Context: an optimization exercise on an open-source flow, tuned for small area, a short achievable clock period and few clock cycles per item. The choices shown serve that exercise and are no tape-out recipe. Only simulation tests tie the RTL to the original design; equivalence was not proved. The flow treats the clock pin as an ideal source. Dropping or thinning the clock tree relies on that and would not hold on a real chip.

// toplv_matmul
module toplv_matmul(input st, rst, clk, input [7:0] data_in,
                    output done, output [7:0] dataout);
  reg [5:0] T;         
  reg       armed;     
  always @(posedge clk or posedge rst) begin
    if (rst) begin
      T <= 6'd0;
      armed <= 1'b0;
    end else if (T != 6'd0) begin
      T <= (T == 6'd47) ? 6'd0 : T + 6'd1;
    end else if (armed) begin
      if (!st) begin
        T <= 6'd1;
        armed <= 1'b0;
      end
    end else if (st) begin
      armed <= 1'b1;
    end
  end
  reg [7:0] ra [0:8];
  reg [7:0] rb [0:8];
  wire lda = (T < 6'd11);
  wire ldb = (T < 6'd20);
  integer q;
  always @(posedge clk) begin
    ra[0] <= lda ? data_in : ra[8];
    rb[0] <= ldb ? data_in : rb[8];
    for (q = 1; q < 9; q = q + 1) begin
      ra[q] <= ra[q-1];
      rb[q] <= rb[q-1];
    end
  end
  reg [1:0] m;
  reg [1:0] sa;      
  reg [2:0] sb;      
  integer i, j, k;
  always @(*) begin
    m = 2'd0; sa = 2'd0; sb = 3'd0;
    for (i = 0; i < 3; i = i + 1)
      for (j = 0; j < 3; j = j + 1)
        for (k = 0; k < 3; k = k + 1)
          if (T == 17 + 9*i + 3*j + k) begin
            m = k;
            case ((5 + 6*i + 3*j) % 9)
              2: sa = 2'd0;
              5: sa = 2'd1;
              default: sa = 2'd2;             
            endcase
            case ((5 + 2*j + 9 - 2*k) % 9)
              0: sb = 3'd0;
              1: sb = 3'd1;
              3: sb = 3'd2;
              5: sb = 3'd3;
              default: sb = 3'd4;             
            endcase
          end
  end
  reg  [7:0]  opa, opb;
  reg         first, last;
  reg  [16:0] acc;
  reg  [17:0] outr;
  reg         done_r;
  wire [17:0] s = (first ? 18'd0 : {1'b0, acc}) + opa * opb;
  ...
Size in the first run: roughly 790 cells after synthesis, about 210 flip-flops, roughly 20 I/O pins, ~8700 um^2 of cells after synthesis.
Settings: LEC_CHECK=0, ABC_CLOCK_PERIOD_IN_PS=3000, CAP_MARGIN=20, CORE_MARGIN=2, CORE_UTILIZATION=40, SETUP_SLACK_MARGIN=5, SLEW_MARGIN=20; clock period 10.0 ns.
run.sh (not shown) runs the stock make flow with config.mk's settings and CLKGATE_MAP_FILE= SYNTH_SCRIPT=/design/flow/synth_recipe.tcl, a recipe that flattens the netlist after the stock synthesis.
Testbench counts at the start, summed over its fixed seeds: cycles 4,704, items 96.
Change:
Settings changed: ABC_CLOCK_PERIOD_IN_PS 3000 to not set, SETUP_SLACK_MARGIN 5 to not set.
Routed wire length does not change.
Clock skew is unchanged.
Setup slack does not change.
Non-clock buffer count does not change.
Die area does not change.

========
Setup of job 8408:
Another version of the RTL of toplv_matmul (not shown whole).
Size: ~20 I/O pins, about 9500 sq um of cells after synthesis.
Settings: LEC_CHECK=0, CAP_MARGIN=20, CORE_MARGIN=2, CORE_UTILIZATION=60, CTS_BUF_LIST=sky130_fd_sc_hd__clkbuf_8, CTS_CLUSTER_DIAMETER=60, CTS_CLUSTER_SIZE=18, SLEW_MARGIN=20, SYNTH_HIERARCHICAL=1, SYNTH_MINIMUM_KEEP_SIZE=0; clock period 10.0 ns.
standard.sh (not shown) runs the stock make flow with config.mk's settings and CLKGATE_MAP_FILE= SYNTH_SCRIPT=/design/flow/synth_recipe.tcl, a recipe that flattens the netlist after the stock synthesis.
==> flow/flow/run.sh <==
#!/bin/bash
set -euo pipefail
cd "$(dirname "$0")/.."
source flow/knobs.sh
bash standard.sh > flow_make.log 2>&1
==> flow/flow/knobs.sh <==
# settings for how the layout is made (see run.sh)
export SETUP_SLACK_MARGIN=7.3
export BUFFER_PORTS_ARGS="-buffer_cell sky130_fd_sc_hd__buf_2"
export PRE_CTS_TCL="$PWD/flow/manual_cts.tcl"
export MANUAL_CTS_NLEAF=14
export MANUAL_CTS_TOP=sky130_fd_sc_hd__clkinv_16
export MANUAL_CTS_LEAF=sky130_fd_sc_hd__clkinv_8
==> flow/flow/manual_cts.tcl <==
# A clock tree of two levels of clock buffers or inverters (MANUAL_CTS_TOP,
# MANUAL_CTS_LEAF; two inverter levels give the true clock). The flip-flops
# are grouped into NLEAF clusters by k-means on their placed locations, each
# driven by a leaf cell at its centre; the leaf cells are grouped the same
# way into NTOP clusters, each driven by a top cell that the clock port
# drives. Every flip-flop is thus two cells from the port, and no register's
# clock is delayed more than the others' on purpose. Run as the CTS step's
# PRE hook; clock_tree_synthesis (and repair_clock_inverters, which would
# clone the leaf inverters) are then skipped.
set nleaf 14
set ntop 4
if { [info exists ::env(MANUAL_CTS_NLEAF)] } { set nleaf $::env(MANUAL_CTS_NLEAF) }
set ::mcts_block [ord::get_db_block]
set block $::mcts_block
set db [ord::get_db]
set clk_net [$block findNet clk]
set top_master [$db findMaster sky130_fd_sc_hd__clkbuf_16]
if { [info exists ::env(MANUAL_CTS_TOP)] } { set top_master [$db findMaster $::env(MANUAL_CTS_TOP)] }
set leaf_master [$db findMaster sky130_fd_sc_hd__clkbuf_8]
if { [info exists ::env(MANUAL_CTS_LEAF)] } { set leaf_master [$db findMaster $::env(MANUAL_CTS_LEAF)] }

# pts: list of {item x y}; returns {centres assignment}
proc mcts_kmeans { pts nk } {
  set n [llength $pts]
  set sorted [lsort -real -index 1 $pts]
  set cents {}
  for {set k 0} {$k < $nk} {incr k} {
    set s [lindex $sorted [expr {int(($k + 0.5) * $n / $nk)}]]
    lappend cents [list [lindex $s 1] [lindex $s 2]]
  }
  # balance: a cluster's distance grows with its size beyond n/nk
  set cap [expr {double($n) / $nk}]
  for {set iter 0} {$iter < 60} {incr iter} {
    set sumx [lrepeat $nk 0.0]; set sumy [lrepeat $nk 0.0]; set cnt [lrepeat $nk 0]
    set assign {}
    foreach s $pts {
      set best -1; set bd 1e30
      for {set k 0} {$k < $nk} {incr k} {
        set c [lindex $cents $k]
        set d [expr {abs([lindex $s 1] - [lindex $c 0]) + abs([lindex $s 2] - [lindex $c 1])}]
        set d [expr {$d * (1.0 + 0.5 * max(0.0, [lindex $cnt $k] - $cap) / $cap)}]
        if {$d < $bd} { set bd $d; set best $k }
      }
      lappend assign $best
      lset sumx $best [expr {[lindex $sumx $best] + [lindex $s 1]}]
      lset sumy $best [expr {[lindex $sumy $best] + [lindex $s 2]}]
      lset cnt $best [expr {[lindex $cnt $best] + 1}]
    }
    for {set k 0} {$k < $nk} {incr k} {
      if {[lindex $cnt $k] > 0} {
        lset cents $k [list [expr {[lindex $sumx $k] / [lindex $cnt $k]}] [expr {[lindex $sumy $k] / [lindex $cnt $k]}]]
      }
    }
  }
  return [list $cents $assign $cnt]
}

proc mcts_buffer { name master cx cy in_net } {

  set inst [odb::dbInst_create $::mcts_block $master $name]
  set w [$master getWidth]; set h [$master getHeight]
  $inst setLocation [expr {int($cx - $w / 2)}] [expr {int($cy - $h / 2)}]
  $inst setPlacementStatus PLACED
  set net [odb::dbNet_create $::mcts_block "${name}_net"]
  $net setSigType CLOCK
  [$inst findITerm A] connect $in_net
  foreach it [$inst getITerms] {
    if { [$it getIoType] eq "OUTPUT" && [[$it getMTerm] getSigType] eq "SIGNAL" } { $it connect $net }
  }
  return [list $inst $net]
}

set sinks {}
foreach it [$clk_net getITerms] {
  set inst [$it getInst]
  set loc [$inst getLocation]
  set m [$inst getMaster]
  lappend sinks [list $it [expr {[lindex $loc 0] + [$m getWidth] / 2.0}] [expr {[lindex $loc 1] + [$m getHeight] / 2.0}]]
}
puts "manual_cts: [llength $sinks] sinks, $nleaf leaf buffers, $ntop top buffers"
lassign [mcts_kmeans $sinks $nleaf] lcents lassign lcnt
set leaves {}
for {set k 0} {$k < $nleaf} {incr k} {
  lappend leaves [list $k {*}[lindex $lcents $k]]
}
lassign [mcts_kmeans $leaves $ntop] tcents tassign tcnt
for {set t 0} {$t < $ntop} {incr t} {
  lassign [mcts_buffer "clkbuf_top_$t" $top_master {*}[lindex $tcents $t] $clk_net] tinst tnet($t)
}
for {set k 0} {$k < $nleaf} {incr k} {
  set t [lindex $tassign $k]
  lassign [mcts_buffer "clkbuf_leaf_$k" $leaf_master {*}[lindex $lcents $k] $tnet($t)] linst lnet($k)
}
foreach s $sinks k $lassign {
  set it [lindex $s 0]
  $it disconnect
  $it connect $lnet($k)
}
puts "manual_cts: leaf sizes $lcnt, top sizes $tcnt"
proc clock_tree_synthesis { args } {
  puts "manual_cts: clock_tree_synthesis skipped; manual_cts.tcl built the clock tree"
}
proc repair_clock_inverters { args } {
  puts "manual_cts: repair_clock_inverters skipped; the tree's inverters are balanced as built"
}
Job 8408 finished every step from synthesis to the final layout, and the layout passed the timing, DRC and antenna checks.
Testbench counts of job 8408, summed over its fixed seeds: cycles 4,704, items 96.
What job 2521 does differently from job 8408 at the input level:
# job 8408
export LEC_CHECK = 0
export CAP_MARGIN = 20
export CORE_MARGIN = 2
export CORE_UTILIZATION = 60
export CTS_BUF_LIST = sky130_fd_sc_hd__clkbuf_8
export CTS_CLUSTER_DIAMETER = 60
export CTS_CLUSTER_SIZE = 18
export SLEW_MARGIN = 20
export SYNTH_HIERARCHICAL = 1
export SYNTH_MINIMUM_KEEP_SIZE = 0
create_clock -name core_clock -period 10.0 [get_ports {clk}]
# job 2521
export LEC_CHECK = 0
export CAP_MARGIN = 20
export CORE_MARGIN = 2
export CORE_UTILIZATION = 50
export CTS_BUF_LIST = sky130_fd_sc_hd__clkbuf_8
export CTS_CLUSTER_DIAMETER = 60
export CTS_CLUSTER_SIZE = 18
export SLEW_MARGIN = 20
export SYNTH_HIERARCHICAL = 1
export SYNTH_MINIMUM_KEEP_SIZE = 0
create_clock -name core_clock -period 10.0 [get_ports {clk}]
--- a/flow/flow/manual_cts.tcl
+++ b/flow/flow/manual_cts.tcl
@@ -22 +22,3 @@
-# pts: list of {item x y}; returns {centres assignment}
+# pts: list of {item x y}; returns {centres assignment counts}. k-means
+# with balanced clusters: each round assigns the closest point-centre pairs
+# first, at most ceil(n/nk) points to a centre.
@@ -31,5 +33,4 @@
-  # balance: a cluster's distance grows with its size beyond n/nk
-  set cap [expr {double($n) / $nk}]
-  for {set iter 0} {$iter < 60} {incr iter} {
-    set sumx [lrepeat $nk 0.0]; set sumy [lrepeat $nk 0.0]; set cnt [lrepeat $nk 0]
-    set assign {}
+  set cap [expr {int(ceil(double($n) / $nk))}]
+  for {set iter 0} {$iter < 40} {incr iter} {
+    set pairs {}
+    set i 0
@@ -37 +37,0 @@
-      set best -1; set bd 1e30
@@ -40,3 +40 @@
-        set d [expr {abs([lindex $s 1] - [lindex $c 0]) + abs([lindex $s 2] - [lindex $c 1])}]
-        set d [expr {$d * (1.0 + 0.5 * max(0.0, [lindex $cnt $k] - $cap) / $cap)}]
-        if {$d < $bd} { set bd $d; set best $k }
+        lappend pairs [list [expr {abs([lindex $s 1] - [lindex $c 0]) + abs([lindex $s 2] - [lindex $c 1])}] $i $k]
@@ -44,4 +42,17 @@
-      lappend assign $best
-      lset sumx $best [expr {[lindex $sumx $best] + [lindex $s 1]}]
-      lset sumy $best [expr {[lindex $sumy $best] + [lindex $s 2]}]
-      lset cnt $best [expr {[lindex $cnt $best] + 1}]
+      incr i
+    }
+    set pairs [lsort -real -index 0 $pairs]
+    set assign [lrepeat $n -1]
+    set cnt [lrepeat $nk 0]
+    set left $n
+    foreach pr $pairs {
+      lassign $pr d i k
+      if {[lindex $assign $i] >= 0 || [lindex $cnt $k] >= $cap} continue
+      lset assign $i $k
+      lset cnt $k [expr {[lindex $cnt $k] + 1}]
+      if {[incr left -1] == 0} break
+    }
+    set sumx [lrepeat $nk 0.0]; set sumy [lrepeat $nk 0.0]
+    foreach s $pts k $assign {
+      lset sumx $k [expr {[lindex $sumx $k] + [lindex $s 1]}]
+      lset sumy $k [expr {[lindex $sumy $k] + [lindex $s 2]}]
--- outcome ---
- Cell area: job 8408 vs job 2521, no meaningful difference
- Of the two values seen for standard cell with the maximum stage delay on the critical path, a32o_1 was produced by job 2521 and dfxtp_1 by job 8408.
- Compared with job 8408, job 2521 shows a global-route usage that is 4.1 points lower.
- Compared with job 8408, in job 2521 slack of the critical path climbed 0.0053 ns.
> inputs changed (job 2521 -> job 6911)
# job 2521
export LEC_CHECK = 0
export CAP_MARGIN = 20
export CORE_MARGIN = 2
export CORE_UTILIZATION = 50
export CTS_BUF_LIST = sky130_fd_sc_hd__clkbuf_8
export CTS_CLUSTER_DIAMETER = 60
export CTS_CLUSTER_SIZE = 18
export SLEW_MARGIN = 20
export SYNTH_HIERARCHICAL = 1
export SYNTH_MINIMUM_KEEP_SIZE = 0
create_clock -name core_clock -period 10.0 [get_ports {clk}]
# job 6911
export LEC_CHECK = 0
export CAP_MARGIN = 20
export CORE_MARGIN = 2
export CORE_UTILIZATION = 60
export CTS_BUF_LIST = sky130_fd_sc_hd__clkbuf_8
export CTS_CLUSTER_DIAMETER = 60
export CTS_CLUSTER_SIZE = 18
export SLEW_MARGIN = 20
export SYNTH_HIERARCHICAL = 1
export SYNTH_MINIMUM_KEEP_SIZE = 0
create_clock -name core_clock -period 10.0 [get_ports {clk}]
--- a/flow/flow/knobs.sh
+++ b/flow/flow/knobs.sh
@@ -5 +5 @@
-export MANUAL_CTS_NLEAF=14
+export MANUAL_CTS_NLEAF=10
[summary]
Diff job 6911 and job 2521: multi-input gate share of total cell area higher in job 6911. Cell with the largest stage delay on the worst path: a32o_1 -> job 2521, dfxtp_1 -> job 6911. For sequential cell area, job 6911 and job 2521 come out practically identical. Die footprint shrinks by more than 10% when moving from job 2521 to job 6911. Delta (job 6911 minus job 2521): critical path depth down 4; setup slack of the critical path after layout up 0.018 ns.
--- input diff job 6911..job 6413 ---
--- a/flow/flow/knobs.sh
+++ b/flow/flow/knobs.sh
@@ -2 +2 @@
-export SETUP_SLACK_MARGIN=7.3
+export SETUP_SLACK_MARGIN=7.5
@@ -5 +5 @@
-export MANUAL_CTS_NLEAF=10
+export MANUAL_CTS_NLEAF=14
--- a/flow/flow/manual_cts.tcl
+++ b/flow/flow/manual_cts.tcl
@@ -22,3 +22 @@
-# pts: list of {item x y}; returns {centres assignment counts}. k-means
-# with balanced clusters: each round assigns the closest point-centre pairs
-# first, at most ceil(n/nk) points to a centre.
+# pts: list of {item x y}; returns {centres assignment}
@@ -33,4 +31,5 @@
-  set cap [expr {int(ceil(double($n) / $nk))}]
-  for {set iter 0} {$iter < 40} {incr iter} {
-    set pairs {}
-    set i 0
+  # balance: a cluster's distance grows with its size beyond n/nk
+  set cap [expr {double($n) / $nk}]
+  for {set iter 0} {$iter < 60} {incr iter} {
+    set sumx [lrepeat $nk 0.0]; set sumy [lrepeat $nk 0.0]; set cnt [lrepeat $nk 0]
+    set assign {}
@@ -37,0 +37 @@
+      set best -1; set bd 1e30
@@ -40 +40,3 @@
-        lappend pairs [list [expr {abs([lindex $s 1] - [lindex $c 0]) + abs([lindex $s 2] - [lindex $c 1])}] $i $k]
+        set d [expr {abs([lindex $s 1] - [lindex $c 0]) + abs([lindex $s 2] - [lindex $c 1])}]
+        set d [expr {$d * (1.0 + 0.5 * max(0.0, [lindex $cnt $k] - $cap) / $cap)}]
+        if {$d < $bd} { set bd $d; set best $k }
@@ -42,17 +44,4 @@
-      incr i
-    }
-    set pairs [lsort -real -index 0 $pairs]
-    set assign [lrepeat $n -1]
-    set cnt [lrepeat $nk 0]
-    set left $n
-    foreach pr $pairs {
-      lassign $pr d i k
-      if {[lindex $assign $i] >= 0 || [lindex $cnt $k] >= $cap} continue
-      lset assign $i $k
-      lset cnt $k [expr {[lindex $cnt $k] + 1}]
-      if {[incr left -1] == 0} break
-    }
-    set sumx [lrepeat $nk 0.0]; set sumy [lrepeat $nk 0.0]
-    foreach s $pts k $assign {
-      lset sumx $k [expr {[lindex $sumx $k] + [lindex $s 1]}]
-      lset sumy $k [expr {[lindex $sumy $k] + [lindex $s 2]}]
+      lappend assign $best
+      lset sumx $best [expr {[lindex $sumx $best] + [lindex $s 1]}]
+      lset sumy $best [expr {[lindex $sumy $best] + [lindex $s 2]}]
+      lset cnt $best [expr {[lindex $cnt $best] + 1}]
[summary]
- Between job 6911 and job 6413, the number of max-cap violations does not differ in any meaningful way.
For job 4319, these inputs were changed with respect to job 6413:
--- a/flow/flow/knobs.sh
+++ b/flow/flow/knobs.sh
@@ -2 +2 @@
-export SETUP_SLACK_MARGIN=7.5
+export SETUP_SLACK_MARGIN=7.0
Comparing job 6413 with job 4319, the count of flip-flops with a built-in enable after synthesis came out essentially unchanged. Run comparison: job 6413 end point of the critical path h[1]; job 4319 end point of the critical path h[0]. Job 6413 → job 4319: worst setup slack fell 0.17 ns, row count has remained practically unchanged, met3 track demand over resource in global routing neither gained nor lost much, final area went down by 3.0%, highest clock frequency the design can meet shows a reduction of about 6%. On job 4319: fraction of area in registers is 1.2 points higher than what job 6413 gave. On mean routed wirelength per cell, the higher figure sits with job 6413, not job 4319.
No run of this note takes its clock network from TritonCTS; it comes from the design's own scripts or RTL.

re-timing with driven ports:
No port has a modelled driver above. Below, the same layouts with a new extraction and two added sets of constraints. Step 1, drivers: a clkbuf_16 drives clk and a buf_2 each remaining input, both assumed. Step 2, shift: input delay + t, output delay - t, t = (earliest + latest rising clock arrival at the registers) / 2. This alone moves slack from input paths to output paths. a / b / c = ideal / step 1 / step 2; a / b = the first two.
run | t (ns) | setup WS [ns] | worst hold slack (ns) | worst data-port slew with drivers (ns) | cell pins on the clock port's net
the first run of note 1 | 0.536 | 5.461 / 5.461 / 5.461 | 0.321 / 0.321 / 0.321 | 0.03 | 1
the second run of note 1 | 0.536 | 5.461 / 5.461 / 5.461 | 0.321 / 0.321 / 0.321 | 0.03 | 1
job 8408 | 0.360 | 7.401 / 7.190 / 7.250 | 0.307 / 0.308 / 0.308 | 0.04 | 4
job 2521 | 0.354 | 7.406 / 7.222 / 7.232 | 0.322 / 0.323 / 0.323 | 0.04 | 4
job 6911 | 0.350 | 7.424 / 7.222 / 7.245 | 0.321 / 0.318 / 0.318 | 0.04 | 4
job 6413 | 0.356 | 7.406 / 7.221 / 7.215 | 0.302 / 0.303 / 0.303 | 0.06 | 4
job 4319 | 0.361 | 7.239 / 7.190 / 7.066 | 0.307 / 0.308 / 0.308 | 0.03 | 4
After both steps setup and hold are still met in every run listed. The setup slack of job 6413, which loses most, moves by -0.185 ns with the drivers and by -0.191 ns with both steps.
